Context: an optimization exercise on an open-source flow, tuned for small area and a short achievable clock period. The choices shown serve that exercise and are no tape-out recipe.
Only simulation tests tie the RTL to the original design; equivalence was not proved.

### flow/config.mk
export PLATFORM = sky130hd
export DESIGN_NAME = Pipeline_1
export DESIGN_NICKNAME = Pipeline_1
export VERILOG_FILES = /design/flow/design.v
export SDC_FILE = /design/flow/constraint.sdc
export NUM_CORES = 4
export LEC_CHECK = 0
export ABC_AREA = 1
export CAP_MARGIN = 20
export CORE_MARGIN = 2
export CORE_UTILIZATION = 60
export CTS_BUF_LIST = sky130_fd_sc_hd__clkbuf_16
export SLEW_MARGIN = 20
export SYNTH_HIERARCHICAL = 1
export SYNTH_MINIMUM_KEEP_SIZE = 0
### flow/constraint.sdc
create_clock -name core_clock -period 36.0 [get_ports {clk}]
set_input_delay 7.2000 -clock core_clock [delete_from_list [all_inputs] [get_ports {clk}]]
set_output_delay 7.2000 -clock core_clock [all_outputs]
set_load 0.01 [all_outputs]
### flow/design.v
`timescale 1ns / 1ps
module Pipeline_1(
input clk,rst,
input [7:0]a,b,c,d,
output [7:0]out
    );
  wire nd1 = ~d[0];
  wire nd2 = ~d[1];
  wire nd3 = ~d[2];
  wire nd4 = ~d[3];
  wire nd5 = ~d[4];
  wire nd6 = ~d[5];
  wire nd7 = ~d[6];
  wire nd8 = ~d[7];
  wire g9 = a[0] & b[0];
  wire g10 = a[1] & b[1];
  wire g11 = a[2] & b[2];
  wire g12 = a[3] & b[3];
  wire g13 = a[4] & b[4];
  wire g14 = a[5] & b[5];
  wire g15 = a[6] & b[6];
  wire g16 = a[7] & b[7];
  wire x17 = a[0] ^ b[0];
  wire x18 = a[1] ^ b[1];
  wire x19 = a[2] ^ b[2];
  wire x20 = a[3] ^ b[3];
  wire x21 = a[4] ^ b[4];
  wire x22 = a[5] ^ b[5];
  wire x23 = a[6] ^ b[6];
  wire x24 = a[7] ^ b[7];
  wire G25 = g10 | (x18 & g9);
  wire P26 = x18 & x17;
  wire G27 = g12 | (x20 & g11);
  wire P28 = x20 & x19;
  wire G29 = g11 | (x19 & G25);
  wire P30 = x19 & P26;
  wire G31 = G27 | (P28 & G25);
  wire P32 = P28 & P26;
  wire G33 = g14 | (x22 & g13);
  wire P34 = x22 & x21;
  wire G35 = g16 | (x24 & g15);
  wire P36 = x24 & x23;
  wire G37 = g15 | (x23 & G33);
  wire P38 = x23 & P34;
  wire G39 = G35 | (P36 & G33);
  wire P40 = P36 & P34;
  wire G41 = g13 | (x21 & G31);
  wire P42 = x21 & P32;
  wire G43 = G33 | (P34 & G31);
  wire P44 = P34 & P32;
  wire G45 = G37 | (P38 & G31);
  wire P46 = P38 & P32;
  wire G47 = G39 | (P40 & G31);
  wire P48 = P40 & P32;
  wire s49 = x18 ^ g9;
  wire s50 = x19 ^ G25;
  wire s51 = x20 ^ G29;
  wire s52 = x21 ^ G31;
  wire s53 = x22 ^ G41;
  wire s54 = x23 ^ G43;
  wire s55 = x24 ^ G45;
  wire g56 = c[0] & nd1;
  wire g57 = c[1] & nd2;
  wire g58 = c[2] & nd3;
  wire g59 = c[3] & nd4;
  wire g60 = c[4] & nd5;
  wire g61 = c[5] & nd6;
  wire g62 = c[6] & nd7;
  wire g63 = c[7] & nd8;
  wire x64 = c[0] ^ nd1;
  wire x65 = c[1] ^ nd2;
  wire x66 = c[2] ^ nd3;
  wire x67 = c[3] ^ nd4;
  wire x68 = c[4] ^ nd5;
  wire x69 = c[5] ^ nd6;
  wire x70 = c[6] ^ nd7;
  wire x71 = c[7] ^ nd8;
  wire g72 = c[0] | nd1;
  wire G73 = g57 | (x65 & g72);
  wire P74 = x65 & x64;
  wire G75 = g59 | (x67 & g58);
  wire P76 = x67 & x66;
  wire G77 = g58 | (x66 & G73);
  wire P78 = x66 & P74;
  wire G79 = G75 | (P76 & G73);
  wire P80 = P76 & P74;
  wire G81 = g61 | (x69 & g60);
  wire P82 = x69 & x68;
  wire G83 = g63 | (x71 & g62);
  wire P84 = x71 & x70;
  wire G85 = g62 | (x70 & G81);
  wire P86 = x70 & P82;
  wire G87 = G83 | (P84 & G81);
  wire P88 = P84 & P82;
  wire G89 = g60 | (x68 & G79);
  wire P90 = x68 & P80;
  wire G91 = G81 | (P82 & G79);
  wire P92 = P82 & P80;
  wire G93 = G85 | (P86 & G79);
  wire P94 = P86 & P80;
  wire G95 = G87 | (P88 & G79);
  wire P96 = P88 & P80;
  wire s97 = ~x64;
  wire s98 = x65 ^ g72;
  wire s99 = x66 ^ G73;
  wire s100 = x67 ^ G77;
  wire s101 = x68 ^ G79;
  wire s102 = x69 ^ G89;
  wire s103 = x70 ^ G91;
  wire s104 = x71 ^ G93;
  reg [7:0] R1_s, R1_t, R1_d;
  reg R1_v;
  always @(posedge clk) begin
    R1_s <= {s55, s54, s53, s52, s51, s50, s49, x17};
    R1_t <= {s104, s103, s102, s101, s100, s99, s98, s97};
    R1_d <= d;
    R1_v <= ~rst & (|d);
  end
  wire pp105 = R1_s[0] & R1_t[0];
  wire pp106 = R1_s[1] & R1_t[0];
  wire pp107 = R1_s[2] & R1_t[0];
  wire pp108 = R1_s[3] & R1_t[0];
  wire pp109 = R1_s[4] & R1_t[0];
  wire pp110 = R1_s[5] & R1_t[0];
  wire pp111 = R1_s[6] & R1_t[0];
  wire pp112 = R1_s[7] & R1_t[0];
  wire pp113 = R1_s[0] & R1_t[1];
  wire pp114 = R1_s[1] & R1_t[1];
  wire pp115 = R1_s[2] & R1_t[1];
  wire pp116 = R1_s[3] & R1_t[1];
  wire pp117 = R1_s[4] & R1_t[1];
  wire pp118 = R1_s[5] & R1_t[1];
  wire pp119 = R1_s[6] & R1_t[1];
  wire pp120 = R1_s[7] & R1_t[1];
  wire pp121 = R1_s[0] & R1_t[2];
  wire pp122 = R1_s[1] & R1_t[2];
  wire pp123 = R1_s[2] & R1_t[2];
  wire pp124 = R1_s[3] & R1_t[2];
  wire pp125 = R1_s[4] & R1_t[2];
  wire pp126 = R1_s[5] & R1_t[2];
  wire pp127 = R1_s[6] & R1_t[2];
  wire pp128 = R1_s[7] & R1_t[2];
  wire pp129 = R1_s[0] & R1_t[3];
  wire pp130 = R1_s[1] & R1_t[3];
  wire pp131 = R1_s[2] & R1_t[3];
  wire pp132 = R1_s[3] & R1_t[3];
  wire pp133 = R1_s[4] & R1_t[3];
  wire pp134 = R1_s[5] & R1_t[3];
  wire pp135 = R1_s[6] & R1_t[3];
  wire pp136 = R1_s[7] & R1_t[3];
  wire pp137 = R1_s[0] & R1_t[4];
  wire pp138 = R1_s[1] & R1_t[4];
  wire pp139 = R1_s[2] & R1_t[4];
  wire pp140 = R1_s[3] & R1_t[4];
  wire pp141 = R1_s[4] & R1_t[4];
  wire pp142 = R1_s[5] & R1_t[4];
  wire pp143 = R1_s[6] & R1_t[4];
  wire pp144 = R1_s[7] & R1_t[4];
  wire pp145 = R1_s[0] & R1_t[5];
  wire pp146 = R1_s[1] & R1_t[5];
  wire pp147 = R1_s[2] & R1_t[5];
  wire pp148 = R1_s[3] & R1_t[5];
  wire pp149 = R1_s[4] & R1_t[5];
  wire pp150 = R1_s[5] & R1_t[5];
  wire pp151 = R1_s[6] & R1_t[5];
  wire pp152 = R1_s[7] & R1_t[5];
  wire pp153 = R1_s[0] & R1_t[6];
  wire pp154 = R1_s[1] & R1_t[6];
  wire pp155 = R1_s[2] & R1_t[6];
  wire pp156 = R1_s[3] & R1_t[6];
  wire pp157 = R1_s[4] & R1_t[6];
  wire pp158 = R1_s[5] & R1_t[6];
  wire pp159 = R1_s[6] & R1_t[6];
  wire pp160 = R1_s[7] & R1_t[6];
  wire pp161 = R1_s[0] & R1_t[7];
  wire pp162 = R1_s[1] & R1_t[7];
  wire pp163 = R1_s[2] & R1_t[7];
  wire pp164 = R1_s[3] & R1_t[7];
  wire pp165 = R1_s[4] & R1_t[7];
  wire pp166 = R1_s[5] & R1_t[7];
  wire pp167 = R1_s[6] & R1_t[7];
  wire pp168 = R1_s[7] & R1_t[7];
  wire s169 = pp111 ^ pp118;
  wire c170 = pp111 & pp118;
  wire s171 = pp112 ^ pp119 ^ pp126;
  wire c172 = (pp112 & pp119) | (pp126 & (pp112 ^ pp119));
  wire s173 = pp133 ^ pp140;
  wire c174 = pp133 & pp140;
  wire s175 = pp120 ^ pp127 ^ pp134;
  wire c176 = (pp120 & pp127) | (pp134 & (pp120 ^ pp127));
  wire s177 = pp141 ^ pp148;
  wire c178 = pp141 & pp148;
  wire s179 = pp128 ^ pp135 ^ pp142;
  wire c180 = (pp128 & pp135) | (pp142 & (pp128 ^ pp135));
  wire s181 = pp109 ^ pp116;
  wire c182 = pp109 & pp116;
  wire s183 = pp110 ^ pp117 ^ pp124;
  wire c184 = (pp110 & pp117) | (pp124 & (pp110 ^ pp117));
  wire s185 = pp131 ^ pp138;
  wire c186 = pp131 & pp138;
  wire s187 = pp125 ^ pp132 ^ pp139;
  wire c188 = (pp125 & pp132) | (pp139 & (pp125 ^ pp132));
  wire s189 = pp146 ^ pp153 ^ s169;
  wire c190 = (pp146 & pp153) | (s169 & (pp146 ^ pp153));
  wire s191 = pp147 ^ pp154 ^ pp161;
  wire c192 = (pp147 & pp154) | (pp161 & (pp147 ^ pp154));
  wire s193 = c170 ^ s171 ^ s173;
  wire c194 = (c170 & s171) | (s173 & (c170 ^ s171));
  wire s195 = pp155 ^ pp162 ^ c172;
  wire c196 = (pp155 & pp162) | (c172 & (pp155 ^ pp162));
  wire s197 = c174 ^ s175 ^ s177;
  wire c198 = (c174 & s175) | (s177 & (c174 ^ s175));
  wire s199 = pp149 ^ pp156 ^ pp163;
  wire c200 = (pp149 & pp156) | (pp163 & (pp149 ^ pp156));
  wire s201 = c176 ^ c178 ^ s179;
  wire c202 = (c176 & c178) | (s179 & (c176 ^ c178));
  wire s203 = pp136 ^ pp143 ^ pp150;
  wire c204 = (pp136 & pp143) | (pp150 & (pp136 ^ pp143));
  wire s205 = pp157 ^ pp164 ^ c180;
  wire c206 = (pp157 & pp164) | (c180 & (pp157 ^ pp164));
  wire s207 = pp144 ^ pp151 ^ pp158;
  wire c208 = (pp144 & pp151) | (pp158 & (pp144 ^ pp151));
  wire s209 = pp108 ^ pp115;
  wire c210 = pp108 & pp115;
  wire s211 = pp123 ^ pp130 ^ pp137;
  wire c212 = (pp123 & pp130) | (pp137 & (pp123 ^ pp130));
  wire s213 = pp145 ^ c182 ^ s183;
  wire c214 = (pp145 & c182) | (s183 & (pp145 ^ c182));
  wire s215 = c184 ^ c186 ^ s187;
  wire c216 = (c184 & c186) | (s187 & (c184 ^ c186));
  wire s217 = c188 ^ c190 ^ s191;
  wire c218 = (c188 & c190) | (s191 & (c188 ^ c190));
  wire s219 = c192 ^ c194 ^ s195;
  wire c220 = (c192 & c194) | (s195 & (c192 ^ c194));
  wire s221 = c196 ^ c198 ^ s199;
  wire c222 = (c196 & c198) | (s199 & (c196 ^ c198));
  wire s223 = c200 ^ c202 ^ s203;
  wire c224 = (c200 & c202) | (s203 & (c200 ^ c202));
  wire s225 = pp165 ^ c204 ^ c206;
  wire c226 = (pp165 & c204) | (c206 & (pp165 ^ c204));
  wire s227 = pp152 ^ pp159 ^ pp166;
  wire c228 = (pp152 & pp159) | (pp166 & (pp152 ^ pp159));
  wire s229 = pp107 ^ pp114;
  wire c230 = pp107 & pp114;
  wire s231 = pp122 ^ pp129 ^ s209;
  wire c232 = (pp122 & pp129) | (s209 & (pp122 ^ pp129));
  wire s233 = s181 ^ c210 ^ s211;
  wire c234 = (s181 & c210) | (s211 & (s181 ^ c210));
  wire s235 = s185 ^ c212 ^ s213;
  wire c236 = (s185 & c212) | (s213 & (s185 ^ c212));
  wire s237 = s189 ^ c214 ^ s215;
  wire c238 = (s189 & c214) | (s215 & (s189 ^ c214));
  wire s239 = s193 ^ c216 ^ s217;
  wire c240 = (s193 & c216) | (s217 & (s193 ^ c216));
  wire s241 = s197 ^ c218 ^ s219;
  wire c242 = (s197 & c218) | (s219 & (s197 ^ c218));
  wire s243 = s201 ^ c220 ^ s221;
  wire c244 = (s201 & c220) | (s221 & (s201 ^ c220));
  wire s245 = s205 ^ c222 ^ s223;
  wire c246 = (s205 & c222) | (s223 & (s205 ^ c222));
  wire s247 = s207 ^ c224 ^ s225;
  wire c248 = (s207 & c224) | (s225 & (s207 ^ c224));
  wire s249 = c208 ^ c226 ^ s227;
  wire c250 = (c208 & c226) | (s227 & (c208 ^ c226));
  wire s251 = pp160 ^ pp167 ^ c228;
  wire c252 = (pp160 & pp167) | (c228 & (pp160 ^ pp167));
  wire g253 = pp106 & pp113;
  wire g254 = pp121 & s229;
  wire g255 = c230 & s231;
  wire g256 = c232 & s233;
  wire g257 = c234 & s235;
  wire g258 = c236 & s237;
  wire g259 = c238 & s239;
  wire g260 = c240 & s241;
  wire g261 = c242 & s243;
  wire g262 = c244 & s245;
  wire g263 = c246 & s247;
  wire g264 = c248 & s249;
  wire g265 = c250 & s251;
  wire g266 = pp168 & c252;
  wire x267 = pp106 ^ pp113;
  wire x268 = pp121 ^ s229;
  wire x269 = c230 ^ s231;
  wire x270 = c232 ^ s233;
  wire x271 = c234 ^ s235;
  wire x272 = c236 ^ s237;
  wire x273 = c238 ^ s239;
  wire x274 = c240 ^ s241;
  wire x275 = c242 ^ s243;
  wire x276 = c244 ^ s245;
  wire x277 = c246 ^ s247;
  wire x278 = c248 ^ s249;
  wire x279 = c250 ^ s251;
  wire x280 = pp168 ^ c252;
  wire G281 = g253 | (x267 & 1'b0);
  wire P282 = x267 & pp105;
  wire G283 = g255 | (x269 & g254);
  wire P284 = x269 & x268;
  wire G285 = g254 | (x268 & G281);
  wire P286 = x268 & P282;
  wire G287 = G283 | (P284 & G281);
  wire P288 = P284 & P282;
  wire G289 = g257 | (x271 & g256);
  wire P290 = x271 & x270;
  wire G291 = g259 | (x273 & g258);
  wire P292 = x273 & x272;
  wire G293 = g258 | (x272 & G289);
  wire P294 = x272 & P290;
  wire G295 = G291 | (P292 & G289);
  wire P296 = P292 & P290;
  wire G297 = g256 | (x270 & G287);
  wire P298 = x270 & P288;
  wire G299 = G289 | (P290 & G287);
  wire P300 = P290 & P288;
  wire G301 = G293 | (P294 & G287);
  wire P302 = P294 & P288;
  wire G303 = G295 | (P296 & G287);
  wire P304 = P296 & P288;
  wire G305 = g261 | (x275 & g260);
  wire P306 = x275 & x274;
  wire G307 = g263 | (x277 & g262);
  wire P308 = x277 & x276;
  wire G309 = g262 | (x276 & G305);
  wire P310 = x276 & P306;
  wire G311 = G307 | (P308 & G305);
  wire P312 = P308 & P306;
  wire G313 = g265 | (x279 & g264);
  wire P314 = x279 & x278;
  wire G315 = 1'b0 | (1'b0 & g266);
  wire P316 = 1'b0 & x280;
  wire G317 = g266 | (x280 & G313);
  wire P318 = x280 & P314;
  wire G319 = G315 | (P316 & G313);
  wire P320 = P316 & P314;
  wire G321 = g264 | (x278 & G311);
  wire P322 = x278 & P312;
  wire G323 = G313 | (P314 & G311);
  wire P324 = P314 & P312;
  wire G325 = G317 | (P318 & G311);
  wire P326 = P318 & P312;
  wire G327 = G319 | (P320 & G311);
  wire P328 = P320 & P312;
  wire G329 = g260 | (x274 & G303);
  wire P330 = x274 & P304;
  wire G331 = G305 | (P306 & G303);
  wire P332 = P306 & P304;
  wire G333 = G309 | (P310 & G303);
  wire P334 = P310 & P304;
  wire G335 = G311 | (P312 & G303);
  wire P336 = P312 & P304;
  wire G337 = G321 | (P322 & G303);
  wire P338 = P322 & P304;
  wire G339 = G323 | (P324 & G303);
  wire P340 = P324 & P304;
  wire G341 = G325 | (P326 & G303);
  wire P342 = P326 & P304;
  wire G343 = G327 | (P328 & G303);
  wire P344 = P328 & P304;
  wire ps345 = x267 ^ 1'b0;
  wire ps346 = x268 ^ G281;
  wire ps347 = x269 ^ G285;
  wire ps348 = x270 ^ G287;
  wire ps349 = x271 ^ G297;
  wire ps350 = x272 ^ G299;
  wire ps351 = x273 ^ G301;
  wire ps352 = x274 ^ G303;
  wire ps353 = x275 ^ G329;
  wire ps354 = x276 ^ G331;
  wire ps355 = x277 ^ G333;
  wire ps356 = x278 ^ G335;
  wire ps357 = x279 ^ G337;
  wire ps358 = x280 ^ G339;
  wire ps359 = 1'b0 ^ G341;
  wire hz360 = ~(R1_d[1] | R1_d[2] | R1_d[3] | R1_d[4] | R1_d[5] | R1_d[6] | R1_d[7]);
  wire b361 = ~ps359 & R1_d[0];
  wire ge362 = ~b361 & hz360;
  wire r363 = ps359 ^ (ge362 & R1_d[0]);
  wire hz364 = ~(R1_d[2] | R1_d[3] | R1_d[4] | R1_d[5] | R1_d[6] | R1_d[7]);
  wire b365 = ~ps358 & R1_d[0];
  wire b366 = (r363 ^ R1_d[1]) ? ~r363 : b365;
  wire ge367 = ~b366 & hz364;
  wire r368 = ps358 ^ (ge367 & R1_d[0]);
  wire r369 = r363 ^ (ge367 & (R1_d[1] ^ b365));
  wire hz370 = ~(R1_d[3] | R1_d[4] | R1_d[5] | R1_d[6] | R1_d[7]);
  wire b371 = ~ps357 & R1_d[0];
  wire b372 = (r368 ^ R1_d[1]) ? ~r368 : b371;
  wire b373 = (r369 ^ R1_d[2]) ? ~r369 : b372;
  wire ge374 = ~b373 & hz370;
  wire r375 = ps357 ^ (ge374 & R1_d[0]);
  wire r376 = r368 ^ (ge374 & (R1_d[1] ^ b371));
  wire r377 = r369 ^ (ge374 & (R1_d[2] ^ b372));
  wire hz378 = ~(R1_d[4] | R1_d[5] | R1_d[6] | R1_d[7]);
  wire b379 = ~ps356 & R1_d[0];
  wire b380 = (r375 ^ R1_d[1]) ? ~r375 : b379;
  wire b381 = (r376 ^ R1_d[2]) ? ~r376 : b380;
  wire b382 = (r377 ^ R1_d[3]) ? ~r377 : b381;
  wire ge383 = ~b382 & hz378;
  wire r384 = ps356 ^ (ge383 & R1_d[0]);
  wire r385 = r375 ^ (ge383 & (R1_d[1] ^ b379));
  wire r386 = r376 ^ (ge383 & (R1_d[2] ^ b380));
  wire r387 = r377 ^ (ge383 & (R1_d[3] ^ b381));
  wire hz388 = ~(R1_d[5] | R1_d[6] | R1_d[7]);
  wire b389 = ~ps355 & R1_d[0];
  wire b390 = (r384 ^ R1_d[1]) ? ~r384 : b389;
  wire b391 = (r385 ^ R1_d[2]) ? ~r385 : b390;
  wire b392 = (r386 ^ R1_d[3]) ? ~r386 : b391;
  wire b393 = (r387 ^ R1_d[4]) ? ~r387 : b392;
  wire ge394 = ~b393 & hz388;
  wire r395 = ps355 ^ (ge394 & R1_d[0]);
  wire r396 = r384 ^ (ge394 & (R1_d[1] ^ b389));
  wire r397 = r385 ^ (ge394 & (R1_d[2] ^ b390));
  wire r398 = r386 ^ (ge394 & (R1_d[3] ^ b391));
  wire r399 = r387 ^ (ge394 & (R1_d[4] ^ b392));
  wire hz400 = ~(R1_d[6] | R1_d[7]);
  wire b401 = ~ps354 & R1_d[0];
  wire b402 = (r395 ^ R1_d[1]) ? ~r395 : b401;
  wire b403 = (r396 ^ R1_d[2]) ? ~r396 : b402;
  wire b404 = (r397 ^ R1_d[3]) ? ~r397 : b403;
  wire b405 = (r398 ^ R1_d[4]) ? ~r398 : b404;
  wire b406 = (r399 ^ R1_d[5]) ? ~r399 : b405;
  wire ge407 = ~b406 & hz400;
  wire r408 = ps354 ^ (ge407 & R1_d[0]);
  wire r409 = r395 ^ (ge407 & (R1_d[1] ^ b401));
  wire r410 = r396 ^ (ge407 & (R1_d[2] ^ b402));
  wire r411 = r397 ^ (ge407 & (R1_d[3] ^ b403));
  wire r412 = r398 ^ (ge407 & (R1_d[4] ^ b404));
  wire r413 = r399 ^ (ge407 & (R1_d[5] ^ b405));
  reg [9:0] R2_p;
  reg [5:0] R2_r;
  reg [7:0] R2_d;
  reg R2_v;
  always @(posedge clk) begin
    R2_p <= {ps353, ps352, ps351, ps350, ps349, ps348, ps347, ps346, ps345, pp105};
    R2_r <= {r413, r412, r411, r410, r409, r408};
    R2_d <= {R1_d[7], R1_d[6], R1_d[5], R1_d[4], R1_d[3], R1_d[2], R1_d[1], R1_d[0]};
    R2_v <= ~rst & R1_v;
  end
  wire hz414 = ~(R2_d[7]);
  wire b415 = ~R2_p[9] & R2_d[0];
  wire b416 = (R2_r[0] ^ R2_d[1]) ? ~R2_r[0] : b415;
  wire b417 = (R2_r[1] ^ R2_d[2]) ? ~R2_r[1] : b416;
  wire b418 = (R2_r[2] ^ R2_d[3]) ? ~R2_r[2] : b417;
  wire b419 = (R2_r[3] ^ R2_d[4]) ? ~R2_r[3] : b418;
  wire b420 = (R2_r[4] ^ R2_d[5]) ? ~R2_r[4] : b419;
  wire b421 = (R2_r[5] ^ R2_d[6]) ? ~R2_r[5] : b420;
  wire ge422 = ~b421 & hz414;
  wire r423 = R2_p[9] ^ (ge422 & R2_d[0]);
  wire r424 = R2_r[0] ^ (ge422 & (R2_d[1] ^ b415));
  wire r425 = R2_r[1] ^ (ge422 & (R2_d[2] ^ b416));
  wire r426 = R2_r[2] ^ (ge422 & (R2_d[3] ^ b417));
  wire r427 = R2_r[3] ^ (ge422 & (R2_d[4] ^ b418));
  wire r428 = R2_r[4] ^ (ge422 & (R2_d[5] ^ b419));
  wire r429 = R2_r[5] ^ (ge422 & (R2_d[6] ^ b420));
  wire b430 = ~R2_p[8] & R2_d[0];
  wire b431 = (r423 ^ R2_d[1]) ? ~r423 : b430;
  wire b432 = (r424 ^ R2_d[2]) ? ~r424 : b431;
  wire b433 = (r425 ^ R2_d[3]) ? ~r425 : b432;
  wire b434 = (r426 ^ R2_d[4]) ? ~r426 : b433;
  wire b435 = (r427 ^ R2_d[5]) ? ~r427 : b434;
  wire b436 = (r428 ^ R2_d[6]) ? ~r428 : b435;
  wire b437 = (r429 ^ R2_d[7]) ? ~r429 : b436;
  wire ge438 = ~b437;
  wire r439 = R2_p[8] ^ (ge438 & R2_d[0]);
  wire r440 = r423 ^ (ge438 & (R2_d[1] ^ b430));
  wire r441 = r424 ^ (ge438 & (R2_d[2] ^ b431));
  wire r442 = r425 ^ (ge438 & (R2_d[3] ^ b432));
  wire r443 = r426 ^ (ge438 & (R2_d[4] ^ b433));
  wire r444 = r427 ^ (ge438 & (R2_d[5] ^ b434));
  wire r445 = r428 ^ (ge438 & (R2_d[6] ^ b435));
  wire r446 = r429 ^ (ge438 & (R2_d[7] ^ b436));
  wire b447 = ~R2_p[7] & R2_d[0];
  wire b448 = (r439 ^ R2_d[1]) ? ~r439 : b447;
  wire b449 = (r440 ^ R2_d[2]) ? ~r440 : b448;
  wire b450 = (r441 ^ R2_d[3]) ? ~r441 : b449;
  wire b451 = (r442 ^ R2_d[4]) ? ~r442 : b450;
  wire b452 = (r443 ^ R2_d[5]) ? ~r443 : b451;
  wire b453 = (r444 ^ R2_d[6]) ? ~r444 : b452;
  wire b454 = (r445 ^ R2_d[7]) ? ~r445 : b453;
  wire ge455 = r446 | ~b454;
  wire r456 = R2_p[7] ^ (ge455 & R2_d[0]);
  wire r457 = r439 ^ (ge455 & (R2_d[1] ^ b447));
  wire r458 = r440 ^ (ge455 & (R2_d[2] ^ b448));
  wire r459 = r441 ^ (ge455 & (R2_d[3] ^ b449));
  wire r460 = r442 ^ (ge455 & (R2_d[4] ^ b450));
  wire r461 = r443 ^ (ge455 & (R2_d[5] ^ b451));
  wire r462 = r444 ^ (ge455 & (R2_d[6] ^ b452));
  wire r463 = r445 ^ (ge455 & (R2_d[7] ^ b453));
  wire b464 = ~R2_p[6] & R2_d[0];
  wire b465 = (r456 ^ R2_d[1]) ? ~r456 : b464;
  wire b466 = (r457 ^ R2_d[2]) ? ~r457 : b465;
  wire b467 = (r458 ^ R2_d[3]) ? ~r458 : b466;
  wire b468 = (r459 ^ R2_d[4]) ? ~r459 : b467;
  wire b469 = (r460 ^ R2_d[5]) ? ~r460 : b468;
  wire b470 = (r461 ^ R2_d[6]) ? ~r461 : b469;
  wire b471 = (r462 ^ R2_d[7]) ? ~r462 : b470;
  wire ge472 = r463 | ~b471;
  wire r473 = R2_p[6] ^ (ge472 & R2_d[0]);
  wire r474 = r456 ^ (ge472 & (R2_d[1] ^ b464));
  wire r475 = r457 ^ (ge472 & (R2_d[2] ^ b465));
  wire r476 = r458 ^ (ge472 & (R2_d[3] ^ b466));
  wire r477 = r459 ^ (ge472 & (R2_d[4] ^ b467));
  wire r478 = r460 ^ (ge472 & (R2_d[5] ^ b468));
  wire r479 = r461 ^ (ge472 & (R2_d[6] ^ b469));
  wire r480 = r462 ^ (ge472 & (R2_d[7] ^ b470));
  wire b481 = ~R2_p[5] & R2_d[0];
  wire b482 = (r473 ^ R2_d[1]) ? ~r473 : b481;
  wire b483 = (r474 ^ R2_d[2]) ? ~r474 : b482;
  wire b484 = (r475 ^ R2_d[3]) ? ~r475 : b483;
  wire b485 = (r476 ^ R2_d[4]) ? ~r476 : b484;
  wire b486 = (r477 ^ R2_d[5]) ? ~r477 : b485;
  wire b487 = (r478 ^ R2_d[6]) ? ~r478 : b486;
  wire b488 = (r479 ^ R2_d[7]) ? ~r479 : b487;
  wire ge489 = r480 | ~b488;
  wire r490 = R2_p[5] ^ (ge489 & R2_d[0]);
  wire r491 = r473 ^ (ge489 & (R2_d[1] ^ b481));
  wire r492 = r474 ^ (ge489 & (R2_d[2] ^ b482));
  wire r493 = r475 ^ (ge489 & (R2_d[3] ^ b483));
  wire r494 = r476 ^ (ge489 & (R2_d[4] ^ b484));
  wire r495 = r477 ^ (ge489 & (R2_d[5] ^ b485));
  wire r496 = r478 ^ (ge489 & (R2_d[6] ^ b486));
  wire r497 = r479 ^ (ge489 & (R2_d[7] ^ b487));
  wire b498 = ~R2_p[4] & R2_d[0];
  wire b499 = (r490 ^ R2_d[1]) ? ~r490 : b498;
  wire b500 = (r491 ^ R2_d[2]) ? ~r491 : b499;
  wire b501 = (r492 ^ R2_d[3]) ? ~r492 : b500;
  wire b502 = (r493 ^ R2_d[4]) ? ~r493 : b501;
  wire b503 = (r494 ^ R2_d[5]) ? ~r494 : b502;
  wire b504 = (r495 ^ R2_d[6]) ? ~r495 : b503;
  wire b505 = (r496 ^ R2_d[7]) ? ~r496 : b504;
  wire ge506 = r497 | ~b505;
  wire r507 = R2_p[4] ^ (ge506 & R2_d[0]);
  wire r508 = r490 ^ (ge506 & (R2_d[1] ^ b498));
  wire r509 = r491 ^ (ge506 & (R2_d[2] ^ b499));
  wire r510 = r492 ^ (ge506 & (R2_d[3] ^ b500));
  wire r511 = r493 ^ (ge506 & (R2_d[4] ^ b501));
  wire r512 = r494 ^ (ge506 & (R2_d[5] ^ b502));
  wire r513 = r495 ^ (ge506 & (R2_d[6] ^ b503));
  wire r514 = r496 ^ (ge506 & (R2_d[7] ^ b504));
  wire b515 = ~R2_p[3] & R2_d[0];
  wire b516 = (r507 ^ R2_d[1]) ? ~r507 : b515;
  wire b517 = (r508 ^ R2_d[2]) ? ~r508 : b516;
  wire b518 = (r509 ^ R2_d[3]) ? ~r509 : b517;
  wire b519 = (r510 ^ R2_d[4]) ? ~r510 : b518;
  wire b520 = (r511 ^ R2_d[5]) ? ~r511 : b519;
  wire b521 = (r512 ^ R2_d[6]) ? ~r512 : b520;
  wire b522 = (r513 ^ R2_d[7]) ? ~r513 : b521;
  wire ge523 = r514 | ~b522;
  wire r524 = R2_p[3] ^ (ge523 & R2_d[0]);
  wire r525 = r507 ^ (ge523 & (R2_d[1] ^ b515));
  wire r526 = r508 ^ (ge523 & (R2_d[2] ^ b516));
  wire r527 = r509 ^ (ge523 & (R2_d[3] ^ b517));
  wire r528 = r510 ^ (ge523 & (R2_d[4] ^ b518));
  wire r529 = r511 ^ (ge523 & (R2_d[5] ^ b519));
  wire r530 = r512 ^ (ge523 & (R2_d[6] ^ b520));
  wire r531 = r513 ^ (ge523 & (R2_d[7] ^ b521));
  wire b532 = ~R2_p[2] & R2_d[0];
  wire b533 = (r524 ^ R2_d[1]) ? ~r524 : b532;
  wire b534 = (r525 ^ R2_d[2]) ? ~r525 : b533;
  wire b535 = (r526 ^ R2_d[3]) ? ~r526 : b534;
  wire b536 = (r527 ^ R2_d[4]) ? ~r527 : b535;
  wire b537 = (r528 ^ R2_d[5]) ? ~r528 : b536;
  wire b538 = (r529 ^ R2_d[6]) ? ~r529 : b537;
  wire b539 = (r530 ^ R2_d[7]) ? ~r530 : b538;
  wire ge540 = r531 | ~b539;
  wire r541 = R2_p[2] ^ (ge540 & R2_d[0]);
  wire r542 = r524 ^ (ge540 & (R2_d[1] ^ b532));
  wire r543 = r525 ^ (ge540 & (R2_d[2] ^ b533));
  wire r544 = r526 ^ (ge540 & (R2_d[3] ^ b534));
  wire r545 = r527 ^ (ge540 & (R2_d[4] ^ b535));
  wire r546 = r528 ^ (ge540 & (R2_d[5] ^ b536));
  wire r547 = r529 ^ (ge540 & (R2_d[6] ^ b537));
  wire r548 = r530 ^ (ge540 & (R2_d[7] ^ b538));
  reg [1:0] R3_p;
  reg [7:0] R3_r;
  reg [5:0] R3_q;
  reg [7:0] R3_d;
  reg R3_v;
  always @(posedge clk) begin
    R3_p <= {R2_p[1], R2_p[0]};
    R3_r <= {r548, r547, r546, r545, r544, r543, r542, r541};
    R3_q <= {ge455, ge472, ge489, ge506, ge523, ge540};
    R3_d <= {R2_d[7], R2_d[6], R2_d[5], R2_d[4], R2_d[3], R2_d[2], R2_d[1], R2_d[0]};
    R3_v <= ~rst & R2_v;
  end
  wire [7:0] seg3_out;
  Pipeline_1_seg3 u_seg3 (
    .p({R3_p[1], R3_p[0]}),
    .r({R3_r[7], R3_r[6], R3_r[5], R3_r[4], R3_r[3], R3_r[2], R3_r[1], R3_r[0]}),
    .q({R3_q[5], R3_q[4], R3_q[3], R3_q[2], R3_q[1], R3_q[0]}),
    .d({R3_d[7], R3_d[6], R3_d[5], R3_d[4], R3_d[3], R3_d[2], R3_d[1], R3_d[0]}),
    .v({R3_v}),
    .o_out(seg3_out)
  );
  assign out = {seg3_out[7], seg3_out[6], seg3_out[5], seg3_out[4], seg3_out[3], seg3_out[2], seg3_out[1], seg3_out[0]};
endmodule
module Pipeline_1_seg3(
  input [1:0] p,
  input [7:0] r,
  input [5:0] q,
  input [7:0] d,
  input [0:0] v,
  output [7:0] o_out
);
  wire b1 = ~p[1] & d[0];
  wire b2 = (r[0] ^ d[1]) ? ~r[0] : b1;
  wire b3 = (r[1] ^ d[2]) ? ~r[1] : b2;
  wire b4 = (r[2] ^ d[3]) ? ~r[2] : b3;
  wire b5 = (r[3] ^ d[4]) ? ~r[3] : b4;
  wire b6 = (r[4] ^ d[5]) ? ~r[4] : b5;
  wire b7 = (r[5] ^ d[6]) ? ~r[5] : b6;
  wire b8 = (r[6] ^ d[7]) ? ~r[6] : b7;
  wire ge9 = r[7] | ~b8;
  wire r10 = p[1] ^ (ge9 & d[0]);
  wire r11 = r[0] ^ (ge9 & (d[1] ^ b1));
  wire r12 = r[1] ^ (ge9 & (d[2] ^ b2));
  wire r13 = r[2] ^ (ge9 & (d[3] ^ b3));
  wire r14 = r[3] ^ (ge9 & (d[4] ^ b4));
  wire r15 = r[4] ^ (ge9 & (d[5] ^ b5));
  wire r16 = r[5] ^ (ge9 & (d[6] ^ b6));
  wire r17 = r[6] ^ (ge9 & (d[7] ^ b7));
  wire b18 = ~p[0] & d[0];
  wire b19 = (r10 ^ d[1]) ? ~r10 : b18;
  wire b20 = (r11 ^ d[2]) ? ~r11 : b19;
  wire b21 = (r12 ^ d[3]) ? ~r12 : b20;
  wire b22 = (r13 ^ d[4]) ? ~r13 : b21;
  wire b23 = (r14 ^ d[5]) ? ~r14 : b22;
  wire b24 = (r15 ^ d[6]) ? ~r15 : b23;
  wire b25 = (r16 ^ d[7]) ? ~r16 : b24;
  wire ge26 = r17 | ~b25;
  wire r27 = p[0] ^ (ge26 & d[0]);
  wire r28 = r10 ^ (ge26 & (d[1] ^ b18));
  wire r29 = r11 ^ (ge26 & (d[2] ^ b19));
  wire r30 = r12 ^ (ge26 & (d[3] ^ b20));
  wire r31 = r13 ^ (ge26 & (d[4] ^ b21));
  wire r32 = r14 ^ (ge26 & (d[5] ^ b22));
  wire r33 = r15 ^ (ge26 & (d[6] ^ b23));
  wire r34 = r16 ^ (ge26 & (d[7] ^ b24));
  wire o35 = ge26 & v[0];
  wire o36 = ge9 & v[0];
  wire o37 = q[0] & v[0];
  wire o38 = q[1] & v[0];
  wire o39 = q[2] & v[0];
  wire o40 = q[3] & v[0];
  wire o41 = q[4] & v[0];
  wire o42 = q[5] & v[0];
  assign o_out = {o42, o41, o40, o39, o38, o37, o36, o35};
endmodule
### flow/flow/run.sh
#!/bin/bash
# Own flow: the standard layout (standard.sh, unchanged synthesis, floorplan,
# power grid, placement, CTS and routing), except that the port buffers that
# global placement inserts are plain sky130_fd_sc_hd__buf_2 cells instead of the
# default delay-cell buffers. make's full output goes to standard.log here; ORFS
# also keeps each step's own log under orfs/logs/.
set -euo pipefail
export BUFFER_PORTS_ARGS="-buffer_cell sky130_fd_sc_hd__buf_2"
export SETUP_SLACK_MARGIN=25
bash standard.sh > standard.log 2>&1
### flow/standard.sh
#!/bin/bash
# synth_recipe.tcl (not shown) runs the flow's synth.tcl, then flattens the netlist and writes it again
# the make line also repeats each setting of config.mk as NAME=value (left out here)
make -C /OpenROAD-flow-scripts/flow DESIGN_CONFIG=/design/flow/config.mk WORK_HOME=/design/flow/orfs CLKGATE_MAP_FILE= SYNTH_SCRIPT=/design/flow/synth_recipe.tcl "${@:-finish}"
==> out/qor.csv, run 1 <==
stage,metric,value,unit
sta,Least-Margin Pin Slew,861,ps
logic_synthesis,number of synthesized flops with an enable pin,0,
routing,vias,7014,
clocking,Clock Sinks,75,
sta,RSZ-0062 raised after global routing,false,
global_routing,Overall Global Routing Usage,0.232,
global_routing,global route total overflow,0,
logic_synthesis,async set-reset flop share out of synthesis,0,
place,hpwl dp,13200,µm
logic_synthesis,multiplexer area fraction after synthesis,0,
logic_synthesis,synthesized area,8360,µm²
sta,final hold vios,0,
floorplan,FP Rows,43,
clocking,H-tree levels,3,
flow_run,Max-cap violations,0,
sta,crit path time final,9800,ps
final_layout,# nets final,1379,
sta,Layout Skew,9.23,ps
floorplan,I/O pins,42,
final_layout,Final Cell Area,8910,µm²
sta,Fin Setup TNS,0,ps
place,pre-CTS WS,25500,ps
clocking,CTS buffer count,9,
logic_synthesis,Synth Area in XOR/XNOR,0.122,
floorplan,starting density of the core,0.607,
sta,Max Fclk,102,MHz
routing,drc violations,0,
routing,Wirelength per Cell,11.1,µm
place,GPL Wtd Cong,0.834,
place,dpl cells,1430,
logic_synthesis,adder-cell share of the synthesized area,0.156,
sta,"Slew Viols, Final",0,
sta,fin crit share,0.272,
final_layout,post-layout util,0.647,
floorplan,Horiz. Die Dim,122,µm
routing,post-DR vias/cell,4.83,
clocking,latest clock arrival within the worst-skew pair,340,ps
setup_path,CP startpoint kind,flop,
final_layout,area of the multi-input gates,5680,µm²
final_layout,Fillers,1314,
logic_synthesis,Simple-Gate Fraction of Synth Area,0.356,
logic_synthesis,Mapped Nets,1363,
clocking,CTS tree,yes,
routing,1st-iter DRT viols,285,
final_layout,Finished Layout Cells,1453,
logic_synthesis,Synth Area in Compound Gates,0.0414,
global_routing,first-pass GRT wire length,28200,µm
place,IO Port Bufs,41,
routing,drt total wl,16100,µm
logic_synthesis,Netlist cell types,41,
clocking,clk root buf,clkbuf_16,
sta,final worst slack,26200,ps
final_layout,# diodes,0,
clocking,Bufs on Longest Clock Path,2,
run_status,status,"complete, no violations",
setup_path,required time worst endpoint,28800,ps
setup_path,CP arrival,2600,ps
final_layout,Sequential Area,1510,µm²
place,Placed Area,8550,µm²
logic_synthesis,ys flop type,dfxtp_1,
floorplan,core outline area,13800,µm²
hold_path,Hold WC Path Type,reg2reg,
logic_synthesis,post-synthesis sequential area ratio,0.180,
setup_path,Crit. End Element,output pin,
global_routing,initial antenna violation count,0,
routing,DRT Pass-1 Iters,6,
setup_path,Crit Path Class,reg2out,
logic_synthesis,syn avg cell area,6.68,µm²
clocking,# hold bufs at CTS,0,
final_layout,P&R area growth vs syn,6.60,%
global_routing,largest net degree at the start of global routing,25,
sta,Final setup viols,0,
sta,relative slew slack,0.425,
logic_synthesis,Synth warnings,7,
floorplan,Die Y,122,µm
logic_synthesis,Gate Count Post-Synth,1252,
setup_path,"Max FO, Critical Path",12,
global_routing,vias in the first global route,6528,
clocking,clk slew on worst S/H paths,50,ps
logic_synthesis,#FFs+latches synth,75,
routing,DRT antenna net count,0,
final_layout,share of layout cells above drive strength 1,0.151,
logic_synthesis,largest family of logic cells by synthesized area,simple AND/OR/NAND/NOR gates,
floorplan,die area,14900,µm²
-- final timing paths --
kind                            startpoint  endpoint  slack (ps)  cells past startpoint
worst max-delay path               R3_d[1]    out[0]       26200                     20
worst min-delay path               R2_p[0]   R3_p[0]         330                      0
worst min register to register     R2_p[0]   R3_p[0]         330                      0
worst max register to register     R2_d[2]   R3_r[4]       26340                    102
-- metal layers --
layer,wire [µm],track usage
met5,0,0
met4,221,0.0575
met3,404,0.0351
met2,8170,0.426
met1,7290,0.284
-- cell usage after synthesis, types with 4 or more instances --
library cell    n  area, µm²
xor2_1         86        753
dfxtp_1        75       1500
inv_1         245        920
o21ai_0        25        125
nor2_1         36        135
nand3_1       120        601
or2_2           7       43.8
nand2_1       357       1340
a21oi_1        23        115
xnor2_1        14        123
nand3b_1        5       37.5
clkbuf_1       21       78.8
nand2_4         4       45.0
nand3_2        34        340
buf_2          12       60.1
nand2_2        62        388
xor2_2          5       81.3
buf_6           5       56.3
fa_1           44        881
ha_1           33        413
buf_4           8       60.1
-- cell families after synthesis --
kind of cell	count (synthesis)
XOR/XNOR	108
adder cells (fa/ha/maj)	78
AND/OR/NAND/NOR	632
flip-flops	75
buffers and inverters	297
AO/OA/AOI/OAI	62
-- sequential cells by signal (all words and copies together), names as in the netlist, 6 cells and up --
name  cells
R2_p     10
R1_d      8
R1_s      8
R1_t      8
R2_d      8
R3_d      8
R3_r      8
R2_r      6
R3_q      6
-- per-stage QoR --
stage,hold slack [ps]
floorplan,310
global placement,312
detailed placement,316
CTS,329
global route,333
finish,326
-- worst max-delay path: stages, from the launching register on --
cell and delay [ps]:
dfxtp_1 380, inv_1 80, nand2_2 100, nand3_2 110
nand3_2 80, nand3_2 80, nand3_2 90, nand3_2 80
nand3_2 80, nand3_2 60, nand2_2 230, nand2_1 100
xor2_1 190, nand2_1 80, o21ai_0 70, inv_1 50
nand2_1 80, nand2_1 50, nand2_1 70, a21oi_2 50
buf_2 130
-- layout make-up --
class | instances | area share
Timing Repair inverter | 1 | 0.000561
Inverter | 249 | 0.106
Clock inverter | 7 | 0.00435
Tap cell | 180 | 0.0253
Multi-Input combinational cell | 880 | 0.637
Clock buffer | 9 | 0.0253
Sequential cell | 75 | 0.169
Timing Repair Buffer | 52 | 0.0327
-- cell usage in the layout (no fill, tap or decap), types with 25 or more instances in the layout --
cell type and n:
nand2_1 357, inv_1 245, nand3_1 120, xor2_1 85, dfxtp_1 73, nand2_2 59, fa_1 44, buf_2 41
nor2_1 36, nand3_2 34, ha_1 33, o21ai_0 25
-- modules after synthesis, one instance, submodules excluded --
module           cell area [µm²]  cells inside  flops+latches  copies in the design
Pipeline_1_seg3              708           141              0                     1
Pipeline_1                  7650          1111             75                     1
-- repair_timing --
item,in CTS,in global routing
setup buffers,0,6
gates resized for setup,0,12
endpoints found under the setup margin,0,9
==> run 2: changes to the inputs <==
--- a/flow/config.mk
+++ b/flow/config.mk
@@ -9,7 +9,7 @@
 export CAP_MARGIN = 20
 export CORE_MARGIN = 2
 export CORE_UTILIZATION = 60
-export CTS_BUF_LIST = sky130_fd_sc_hd__clkbuf_16
+export CTS_BUF_LIST = sky130_fd_sc_hd__clkbuf_4 sky130_fd_sc_hd__clkbuf_8
 export SLEW_MARGIN = 20
 export SYNTH_HIERARCHICAL = 1
 export SYNTH_MINIMUM_KEEP_SIZE = 0
==> run 2 against run 1 <==
Effect of this change:
- still clean on timing, DRC and antenna
- worst setup slack got worse by 26 ps
- cell area fell by 1.2%
- flip-flop and latch count did not move
- critical path type unchanged
- critical endpoint unchanged
- highest routed layer unchanged
==> out/qor.csv, run 2 <==
stage,metric,value,unit
run_status,status,"complete, no violations",
floorplan,FP Rows,43,
logic_synthesis,Synth top cells by count,"nand2_1, inv_1, nand3_1",
final_layout,Reg with most FFs,R2_p,
setup_path,"Max FO, Critical Path",12,
clocking,# hold bufs at CTS,0,
final_layout,P&R area growth vs syn,5.30,%
clocking,latest clock arrival within the worst-skew pair,370,ps
place,dpl cells,1430,
clocking,H-tree levels,3,
final_layout,max reg flops,10,
floorplan,I/O pins,42,
global_routing,vias in the first global route,6499,
sta,RSZ-0062 raised after global routing,false,
setup_path,"CP delay by family, top",simple AND/OR/NAND/NOR gates,
place,hpwl dp,13200,µm
logic_synthesis,Synth warnings,7,
global_routing,initial antenna violation count,0,
routing,DRT antenna net count,0,
logic_synthesis,top post-synthesis cells by area,"dfxtp_1, nand2_1, inv_1, fa_1, xor2_1",
clocking,clk slew on worst S/H paths,70,ps
logic_synthesis,Synth Area in Compound Gates,0.0414,
logic_synthesis,ys flop type,dfxtp_1,
clocking,clk root buf,clkbuf_8,
setup_path,Crit Path Class,reg2out,
global_routing,global route total overflow,0,
final_layout,# nets final,1379,
setup_path,CP arrival,2630,ps
setup_path,CP startpoint kind,flop,
setup_path,Buffers & Inverters on Critical Path,3,
setup_path,required time worst endpoint,28800,ps
logic_synthesis,Netlist cell types,41,
sta,final hold vios,0,
routing,DRT Pass-1 Iters,4,
sta,Least-Margin Pin Slew,842,ps
place,pre-CTS WS,25500,ps
logic_synthesis,synthesized area,8360,µm²
routing,drc violations,0,
routing,post-DR vias/cell,4.83,
logic_synthesis,Simple-Gate Fraction of Synth Area,0.356,
setup_path,crit-path most repeated cell,nand3_2,
clocking,Bufs on Longest Clock Path,2,
global_routing,first-pass GRT wire length,28000,µm
final_layout,Finished Layout Cells,1453,
sta,Layout Skew,15.7,ps
setup_path,Crit. End Element,output pin,
final_layout,"commonest cells after routing, fill and taps aside","nand2_1, inv_1, nand3_1",
global_routing,largest net degree at the start of global routing,25,
hold_path,Worst Min Path Start,R2_p[0],
setup_path,R2R Path Start,R2_d[2],
floorplan,Horiz. Die Dim,122,µm
sta,fin crit share,0.273,
place,Placed Area,8550,µm²
clocking,CTS tree,yes,
logic_synthesis,#FFs+latches synth,75,
routing,1st-iter DRT viols,246,
logic_synthesis,number of synthesized flops with an enable pin,0,
final_layout,Final Cell Area,8810,µm²
routing,Wirelength per Cell,11.1,µm
setup_path,"critical path, cell by cell",inv_1 > nand2_2 > nand3_2 > nand3_2 > nand3_2 > nand3_2 > nand3_2 > nand3_2 > nand3_2 > nand2_2 > nand2_1 > xor2_1 > nand2_1 > o21ai_0 > inv_1 > nand2_1 > nand2_1 > nand2_1 > a21oi_2 > buf_2,
final_layout,"commonest non-fill, non-tap cell in the layout",nand2_1,
routing,vias,7011,
sta,Final setup viols,0,
setup_path,Critical path origin,R3_d[1],
logic_synthesis,post-synth top area share,0.180,
logic_synthesis,syn avg cell area,6.68,µm²
floorplan,starting density of the core,0.607,
sta,relative slew slack,0.438,
clocking,Clock Sinks,75,
floorplan,core outline area,13800,µm²
floorplan,die area,14900,µm²
setup_path,slowest library cell on the worst path,dfxtp_1,
sta,Fin Setup TNS,0,ps
sta,"Slew Viols, Final",0,
hold_path,Hold WC Path Type,reg2reg,
sta,crit path time final,9830,ps
logic_synthesis,post-synthesis sequential area ratio,0.180,
setup_path,Reg2Reg Setup Slack,26360,ps
logic_synthesis,Gate Count Post-Synth,1252,
flow_run,Max-cap violations,0,
floorplan,Die Y,122,µm
place,IO Port Bufs,41,
routing,drt total wl,16100,µm
clocking,CTS buffer count,9,
setup_path,peak per-stage delay on the critical path,390,ps
logic_synthesis,Synth Area in XOR/XNOR,0.122,
logic_synthesis,Mapped Nets,1363,
global_routing,Overall Global Routing Usage,0.231,
place,GPL Wtd Cong,0.834,
final_layout,Fillers,1328,
logic_synthesis,"count leader, synth",nand2_1,
sta,final worst slack,26170,ps
final_layout,share of layout cells above drive strength 1,0.152,
final_layout,# diodes,0,
logic_synthesis,async set-reset flop share out of synthesis,0,
logic_synthesis,leading area contributor after synthesis,dfxtp_1,
logic_synthesis,adder-cell share of the synthesized area,0.156,
logic_synthesis,multiplexer area fraction after synthesis,0,
sta,Max Fclk,102,MHz
logic_synthesis,largest family of logic cells by synthesized area,simple AND/OR/NAND/NOR gates,
==> run 2: cell counts after synthesis <==
Identical to the previous run, type by type.
==> run 2: layer usage <==
metal  global-route usage  part of all wire
met2                0.422              0.51
met3               0.0365             0.027
met5                    0                 0
met1                0.283              0.45
met4               0.0575             0.012
==> run 2: worst register-to-register path, delay by kind of cell, from the launching register on <==
family	cells	cell delay (ps)
AND/OR/NAND/NOR	93	7440
XOR/XNOR	5	1200
buffers and inverters	3	450
flip-flops	1	300
AO/OA/AOI/OAI	1	220
==> run 2: cell families (layout without fill, tap and decap cells) <==
logic type | after synthesis | after routing
XOR/XNOR | 108 | 108
adder cells (fa/ha/maj) | 78 | 78
buffers and inverters | 297 | 318
AND/OR/NAND/NOR | 632 | 632
AO/OA/AOI/OAI | 62 | 62
flip-flops | 75 | 75
==> run 2: per-stage QoR <==
stage / utilization / hold WS (ps)
after floorplan: - / 310
after global placement: 0.621 / 312
after detailed placement: 0.621 / 316
after CTS: 0.633 / 333
after global routing: 0.639 / 339
final: 0.639 / 330
==> run 2: per-module statistics from Yosys (local to each module, per instance) <==
| module | copies in the design | cells |
|---|---|---|
| Pipeline_1_seg3 | 1 | 141 |
| Pipeline_1 | 1 | 1111 |
==> run 2: repair_timing <==
item,CTS,global route
endpoints found under the setup margin,0,9
endpoints found under the hold margin,0,0
gates resized for setup,0,10
setup buffers,0,6
==> run 2: worst paths after layout <==
path | to | cells past startpoint
worst max-delay path | out[0] | 20
worst min-delay path | R3_p[0] | 0
worst max register to register | R3_r[5] | 102
worst min register to register | R3_p[0] | 0
==> run 2: area by class of cell <==
cell class,instances,area [µm²],area share
Multi-Input combinational cell,880,5660,0.643
Timing Repair inverter,1,5.00,0.000568
Timing Repair Buffer,52,292,0.0331
Clock buffer,12,146,0.0166
Tap cell,180,225,0.0256
Sequential cell,75,1510,0.171
Clock inverter,4,27.5,0.00313
Inverter,249,946,0.107
==> run 3: changes to the inputs <==
==> flow/run.sh (new file) <==
#!/bin/bash
# synth_recipe.tcl (not shown) runs the flow's synth.tcl, then flattens the netlist and writes it again
# the make line also repeats each setting of config.mk as NAME=value (left out here)
make -C /OpenROAD-flow-scripts/flow DESIGN_CONFIG=/design/flow/config.mk WORK_HOME=/design/flow/orfs CLKGATE_MAP_FILE= SYNTH_SCRIPT=/design/flow/synth_recipe.tcl finish
--- a/flow/config.mk
+++ b/flow/config.mk
@@ -9,7 +9,7 @@
 export CAP_MARGIN = 20
 export CORE_MARGIN = 2
 export CORE_UTILIZATION = 60
-export CTS_BUF_LIST = sky130_fd_sc_hd__clkbuf_4 sky130_fd_sc_hd__clkbuf_8
+export CTS_BUF_LIST = sky130_fd_sc_hd__clkbuf_8
 export SLEW_MARGIN = 20
 export SYNTH_HIERARCHICAL = 1
 export SYNTH_MINIMUM_KEEP_SIZE = 0
removed: flow/flow/run.sh
removed: flow/standard.sh
==> run 3 against run 2 <==
Effect of this change:
- critical path depth is 82 higher
- synthesized area unchanged
- first-iteration DRC count rose by 6.5%
- core utilization up 1.1 points
- non-clock buffer count down 6
- cell count down 0.48%
- cell area grew 1.8%
- clock skew is essentially flat
- register-to-register slack lost 880 ps
- sequential share of layout area shrank 0.36 points
- clock-buffer cell count is 1 lower
==> out/qor.csv, run 3 <==
stage,metric,value,unit
logic_synthesis,Gate Count Post-Synth,1252,
logic_synthesis,#FFs+latches synth,75,
routing,drt total wl,16000,µm
place,pre-CTS WS,25480,ps
final_layout,# diodes,0,
clocking,Bufs on Longest Clock Path,2,
global_routing,Overall Global Routing Usage,0.231,
run_status,status,"complete, no violations",
final_layout,"commonest non-fill, non-tap cell in the layout",nand2_1,
floorplan,die area,14900,µm²
clocking,latest clock arrival within the worst-skew pair,380,ps
clocking,Clock Sinks,75,
logic_synthesis,Mapped Nets,1363,
clocking,CTS tree,yes,
global_routing,vias in the first global route,6490,
clocking,clk root buf,clkbuf_8,
clocking,clk slew on worst S/H paths,90,ps
setup_path,Crit Path Class,reg2reg,
floorplan,Horiz. Die Dim,122,µm
setup_path,R2R Path Start,R2_d[3],
clocking,# hold bufs at CTS,0,
place,GPL Wtd Cong,0.874,
logic_synthesis,post-synth top area share,0.180,
clocking,PostCTS Resize Cnt,0,
final_layout,Reg with most FFs,R2_p,
final_layout,area of the multi-input gates,5640,µm²
floorplan,core outline area,13800,µm²
hold_path,Worst Min Path Start,R2_p[0],
logic_synthesis,async set-reset flop share out of synthesis,0,
logic_synthesis,top post-synthesis cells by area,"dfxtp_1, nand2_1, inv_1, fa_1, xor2_1",
sta,final hold vios,0,
setup_path,Crit. End Element,flop,
setup_path,"Max FO, Critical Path",20,
final_layout,"commonest cells after routing, fill and taps aside","nand2_1, inv_1, nand3_1",
routing,1st-iter DRT viols,262,
sta,relative slew slack,0.445,
place,IO Port Bufs,41,
hold_path,Hold Crit Depth,0,
place,hpwl dp,13200,µm
hold_path,Hold WC Path Type,reg2reg,
sta,Max Fclk,95.1,MHz
setup_path,reg-to-reg endpoint,R3_r[0],
setup_path,required time worst endpoint,36270,ps
sta,"Slew Viols, Final",0,
sta,Least-Margin Pin Slew,831,ps
global_routing,initial antenna violation count,0,
routing,DRT antenna net count,0,
sta,fin crit share,0.292,
routing,DRT Pass-1 Iters,5,
setup_path,slowest library cell on the worst path,dfxtp_1,
final_layout,share of layout cells above drive strength 1,0.111,
global_routing,largest net degree at the start of global routing,25,
place,dpl cells,1430,
global_routing,first-pass GRT wire length,28000,µm
routing,Wirelength per Cell,11.1,µm
floorplan,Die Y,122,µm
clocking,CTS buffer count,9,
final_layout,Final Cell Area,8960,µm²
logic_synthesis,synthesized area,8360,µm²
logic_synthesis,Synth warnings,7,
setup_path,crit-path most repeated cell,nand2_2,
sta,Final setup viols,0,
logic_synthesis,number of synthesized flops with an enable pin,0,
final_layout,Fillers,1313,
final_layout,Finished Layout Cells,1446,
sta,RSZ-0062 raised after global routing,false,
logic_synthesis,syn avg cell area,6.68,µm²
logic_synthesis,Netlist cell types,41,
logic_synthesis,leading area contributor after synthesis,dfxtp_1,
final_layout,# nets final,1372,
clocking,setup bufs post-CTS,0,
setup_path,worst reg2reg path depth,102,
routing,drc violations,0,
final_layout,Sequential Area,1500,µm²
logic_synthesis,ys flop type,dfxtp_1,
flow_run,Max-cap violations,0,
global_routing,global route total overflow,0,
sta,final worst slack,25480,ps
logic_synthesis,post-synthesis sequential area ratio,0.180,
place,Placed Area,8750,µm²
sta,crit path time final,10520,ps
final_layout,post-layout util,0.651,
sta,Layout Skew,15.5,ps
floorplan,I/O pins,42,
setup_path,Reg2Reg Setup Slack,25480,ps
setup_path,CP arrival,10780,ps
final_layout,max reg flops,10,
floorplan,starting density of the core,0.607,
setup_path,CP startpoint kind,flop,
final_layout,P&R area growth vs syn,7.18,%
clocking,H-tree levels,3,
logic_synthesis,"count leader, synth",nand2_1,
sta,Fin Setup TNS,0,ps
hold_path,Hold Path End,R3_p[0],
floorplan,FP Rows,43,
routing,vias,7098,
setup_path,peak per-stage delay on the critical path,690,ps
routing,post-DR vias/cell,4.91,
logic_synthesis,Synth top cells by count,"nand2_1, inv_1, nand3_1",
==> run 3: cell counts after synthesis <==
Identical to the previous run, type by type.
==> run 3: cells by family (layout without fill, tap and decap cells) <==
kind of cell | after synthesis | in the layout | synth area share
flops | 75 | 75 | 0.180
simple gates | 632 | 632 | 0.356
buf+inv | 297 | 311 | 0.146
xor+xnor | 108 | 108 | 0.122
compound gates | 62 | 62 | 0.0414
fa+ha+maj | 78 | 78 | 0.156
==> run 3: worst max path at each step <==
| stage | cells past startpoint | end | slack, ps | startpoint |
|---|---|---|---|---|
| global route | 108 | R3_r[0] | 24100 | R2_d[3] |
| global placement | 102 | R3_r[5] | 25740 | R2_d[3] |
| CTS | 102 | R3_r[0] | 25460 | R2_d[3] |
| finish | 102 | R3_r[0] | 25480 | R2_d[3] |
| floorplan | 18 | out[0] | 26890 | R3_d[1] |
| detailed placement | 102 | R3_r[0] | 25480 | R2_d[3] |
==> run 3: routing by layer <==
metal	GRT usage	vias up	part of all wire
li1	-	3768	-
met1	0.270	3243	0.45
met2	0.439	76	0.51
met3	0.0393	11	0.024
met4	0.0510	0	0.0093
met5	0	-	0
==> run 3: modules after synthesis, one instance, submodules excluded <==
module	area, µm²	cells inside	copies in the design
Pipeline_1_seg3	708	141	1
Pipeline_1	7650	1111	1
==> run 3: critical path: cells and delay by family (launching register included) <==
family / cells / cell delay (ps)
simple gates: 97 / 8410
xor+xnor: 3 / 740
flops: 1 / 690
buf+inv: 2 / 540
==> run 3: area by class of cell <==
class                      count  share of cell area
timing repair buffer          46              0.0500
sequential                    75               0.168
clock inverter                 5             0.00670
multi-input combinational    880               0.630
tap                          180              0.0251
inverter                     249               0.104
clock buffer                  11              0.0169
==> run 3: stage by stage <==
step	hold slack (ps)
after floorplan	310
after global placement	314
after detailed placement	315
after CTS	335
after global routing	340
final	332
==> run 4: changes to the inputs <==
==> flow/flow/run.sh (new file) <==
#!/bin/bash
# Own flow: the standard layout (standard.sh, unchanged synthesis, floorplan,
# power grid, placement, CTS and routing), except that the port buffers that
# global placement inserts are plain sky130_fd_sc_hd__buf_1 cells instead of the
# default delay-cell buffers. make's full output goes to standard.log here; ORFS
# also keeps each step's own log under orfs/logs/.
set -euo pipefail
export BUFFER_PORTS_ARGS="-buffer_cell sky130_fd_sc_hd__buf_1"
export SETUP_SLACK_MARGIN=25
bash standard.sh > standard.log 2>&1
==> flow/standard.sh (new file) <==
#!/bin/bash
# synth_recipe.tcl (not shown) runs the flow's synth.tcl, then flattens the netlist and writes it again
# the make line also repeats each setting of config.mk as NAME=value (left out here)
make -C /OpenROAD-flow-scripts/flow DESIGN_CONFIG=/design/flow/config.mk WORK_HOME=/design/flow/orfs CLKGATE_MAP_FILE= SYNTH_SCRIPT=/design/flow/synth_recipe.tcl "${@:-finish}"
removed: flow/run.sh
==> run 4 against run 3 <==
Effect of this change:
- still clean
- die area did not move
- worst hold slack worse by 3.7 ps
- clock-buffer cell count did not move
- core utilization fell by 1.1 points
- flip-flop and latch count is the same
- non-clock buffer count up 6
- first-iteration DRC count fell by 28%
- sequential share of layout area increased by 0.36 points
- worst setup slack improved by 660 ps
- synthesized cell count unchanged
==> out/qor.csv, run 4 <==
stage,metric,value,unit
floorplan,starting density of the core,0.607,
routing,drc violations,0,
clocking,CTS buffer count,9,
clocking,H-tree levels,3,
sta,RSZ-0062 raised after global routing,false,
logic_synthesis,#FFs+latches synth,75,
sta,Fin Setup TNS,0,ps
routing,drt total wl,15800,µm
setup_path,slowest library cell on the worst path,dfxtp_1,
clocking,clk slew on worst S/H paths,80,ps
routing,vias,7056,
clocking,# hold bufs at CTS,0,
routing,Wirelength per Cell,10.9,µm
logic_synthesis,top post-synthesis cells by area,"dfxtp_1, nand2_1, inv_1, fa_1, xor2_1",
sta,fin crit share,0.274,
routing,DRT Pass-1 Iters,4,
logic_synthesis,async set-reset flop share out of synthesis,0,
logic_synthesis,number of synthesized flops with an enable pin,0,
place,IO Port Bufs,41,
final_layout,share of layout cells above drive strength 1,0.119,
setup_path,required time worst endpoint,28800,ps
logic_synthesis,Gate Count Post-Synth,1252,
setup_path,crit-path most repeated cell,nand3_2,
floorplan,Die Y,122,µm
global_routing,vias in the first global route,6496,
global_routing,Overall Global Routing Usage,0.229,
floorplan,Horiz. Die Dim,122,µm
setup_path,"Max FO, Critical Path",12,
place,GPL Wtd Cong,0.854,
logic_synthesis,Netlist cell types,41,
sta,relative slew slack,0.443,
setup_path,CP arrival,2660,ps
routing,DRT antenna net count,0,
floorplan,FP Rows,43,
sta,crit path time final,9860,ps
sta,Least-Margin Pin Slew,834,ps
logic_synthesis,syn avg cell area,6.68,µm²
clocking,latest clock arrival within the worst-skew pair,360,ps
final_layout,Fillers,1343,
final_layout,# nets final,1379,
place,hpwl dp,13000,µm
final_layout,Reg with most FFs,R2_p,
setup_path,Buffers & Inverters on Critical Path,3,
logic_synthesis,Synth warnings,7,
setup_path,peak per-stage delay on the critical path,400,ps
final_layout,P&R area growth vs syn,5.30,%
clocking,Bufs on Longest Clock Path,2,
global_routing,first-pass GRT wire length,27600,µm
setup_path,Crit Path Class,reg2out,
setup_path,"critical path, cell by cell",inv_1 > nand2_2 > nand3_2 > nand3_2 > nand3_2 > nand3_2 > nand3_2 > nand3_2 > nand3_2 > nand2_2 > nand2_1 > xor2_1 > nand2_1 > o21ai_0 > inv_1 > nand2_1 > nand2_1 > nand2_1 > a21oi_2 > buf_1,
run_status,status,"complete, no violations",
hold_path,Hold WC Path Type,reg2reg,
routing,1st-iter DRT viols,189,
global_routing,initial antenna violation count,0,
final_layout,max reg flops,10,
sta,Final setup viols,0,
floorplan,die area,14900,µm²
floorplan,I/O pins,42,
logic_synthesis,leading area contributor after synthesis,dfxtp_1,
logic_synthesis,Mapped Nets,1363,
global_routing,M2 GR Usage,0.434,
global_routing,GR peak layer,met2,
logic_synthesis,ys flop type,dfxtp_1,
global_routing,global route total overflow,0,
logic_synthesis,post-synth top area share,0.180,
routing,post-DR vias/cell,4.86,
global_routing,largest net degree at the start of global routing,25,
clocking,clk root buf,clkbuf_8,
logic_synthesis,Synth top cells by count,"nand2_1, inv_1, nand3_1",
setup_path,Crit. End Element,output pin,
sta,Max Fclk,101,MHz
clocking,Clock Sinks,75,
clocking,CTS tree,yes,
global_routing,met3 global-route usage,0.0384,
logic_synthesis,post-synthesis sequential area ratio,0.180,
flow_run,Max-cap violations,0,
floorplan,core outline area,13800,µm²
logic_synthesis,synthesized area,8360,µm²
setup_path,"CP delay by family, top",simple AND/OR/NAND/NOR gates,
setup_path,CP startpoint kind,flop,
place,pre-CTS WS,25450,ps
logic_synthesis,"count leader, synth",nand2_1,
final_layout,# diodes,0,
final_layout,"commonest non-fill, non-tap cell in the layout",nand2_1,
global_routing,met1 usage,0.267,
sta,"Slew Viols, Final",0,
sta,final worst slack,26140,ps
sta,final hold vios,0,
sta,Layout Skew,11.1,ps
setup_path,Reg2Reg Setup Slack,26340,ps
final_layout,"commonest cells after routing, fill and taps aside","nand2_1, inv_1, nand3_1",
==> run 4: cell count changes in the layout (fill, tap and decap cells not counted), sizes merged <==
cell / before / now
clkinvlp: 1 / 3
inv: 248 / 246
clkdlybuf4s50: 41 / 0
clkinv: 4 / 5
buf: 5 / 52
==> run 4: layer usage <==
layer / share of wire / vias up
li1: - / 3773
met4: 0.0089 / 0
met5: 0 / -
met2: 0.53 / 76
met3: 0.023 / 11
met1: 0.44 / 3196
==> run 4: area by class of cell <==
cell class	count	area (µm²)	share of cell area
multi-input cells	880	5680	0.645
inverters	249	942	0.107
flip-flops and latches	75	1510	0.171
clock inverters	5	52.6	0.00597
well taps	180	225	0.0256
clock buffers	11	151	0.0172
repair inverters	1	5.00	0.000568
repair buffers	52	240	0.0273
==> run 4: cell families after synthesis <==
kind of cell	count (synthesis)	share of synthesized area
adders and majority gates	78	0.156
AOI/OAI and AO/OA	62	0.0414
buffers and inverters	297	0.146
xor gates and xnor gates	108	0.122
DFF	75	0.180
and+or+nand+nor	632	0.356
==> run 4: worst paths after layout <==
kind / from / to / depth (start not counted)
min reg2reg: R2_p[0] / R3_p[0] / 0
min: R2_p[0] / R3_p[0] / 0
max reg2reg: R2_d[0] / R3_r[4] / 113
max: R3_d[1] / out[0] / 20
==> run 4: repair_timing <==
item / CTS / global route
setup buffers: 0 / 5
resized for setup: 0 / 11
setup endpoints to repair: 0 / 9
==> run 4: Yosys stat by module, one instance, submodules excluded <==
| module | cells | copies in the design | area [µm²] | flip-flops and latches |
|---|---|---|---|---|
| Pipeline_1 | 1111 | 1 | 7650 | 75 |
| Pipeline_1_seg3 | 141 | 1 | 708 | 0 |
==> run 4: metrics by stage <==
stage	hold WS, ps	instance area (µm²)	utilization	instances
2_1_floorplan	310	8360	-	1252
3_3_place_gp	311	8500	0.617	1431
3_5_place_dp	312	8500	0.617	1431
4_1_cts	330	8710	0.632	1447
5_1_grt	341	8810	0.639	1453
6_report	329	8810	0.639	1453

==> static timing again, ports no longer ideal <==
Ports are ideal in the flow. The routed layouts listed here were re-timed in OpenROAD. Step 1: set_driving_cell puts a clkbuf_16 on clk and a buf_2 on each other input, an assumption about the parent block. Step 2 moves the port delays by t, midway between the first and last clock arrival at a register: inputs arrive t later, outputs are due t later. That takes back most of the time a late clock gives input paths. Three values: ideal, step 1, step 2; two values: the first two.
| run | t (ns) | setup slack, ns | worst setup path after step 2 | worst register clock-pin slew, ns |
|---|---|---|---|---|
| run 1 | 0.376 | 26.199 / 26.160 / 26.344 | register to register | 0.06 / 0.06 |
| run 2 | 0.396 | 26.173 / 26.138 / 26.363 | register to register | 0.09 / 0.09 |
| run 3 | 0.402 | 25.483 / 25.483 / 25.483 | register to register | 0.09 / 0.09 |
| run 4 | 0.396 | 26.143 / 26.107 / 26.338 | register to register | 0.08 / 0.08 |
After both steps setup and hold are still met in every run listed.
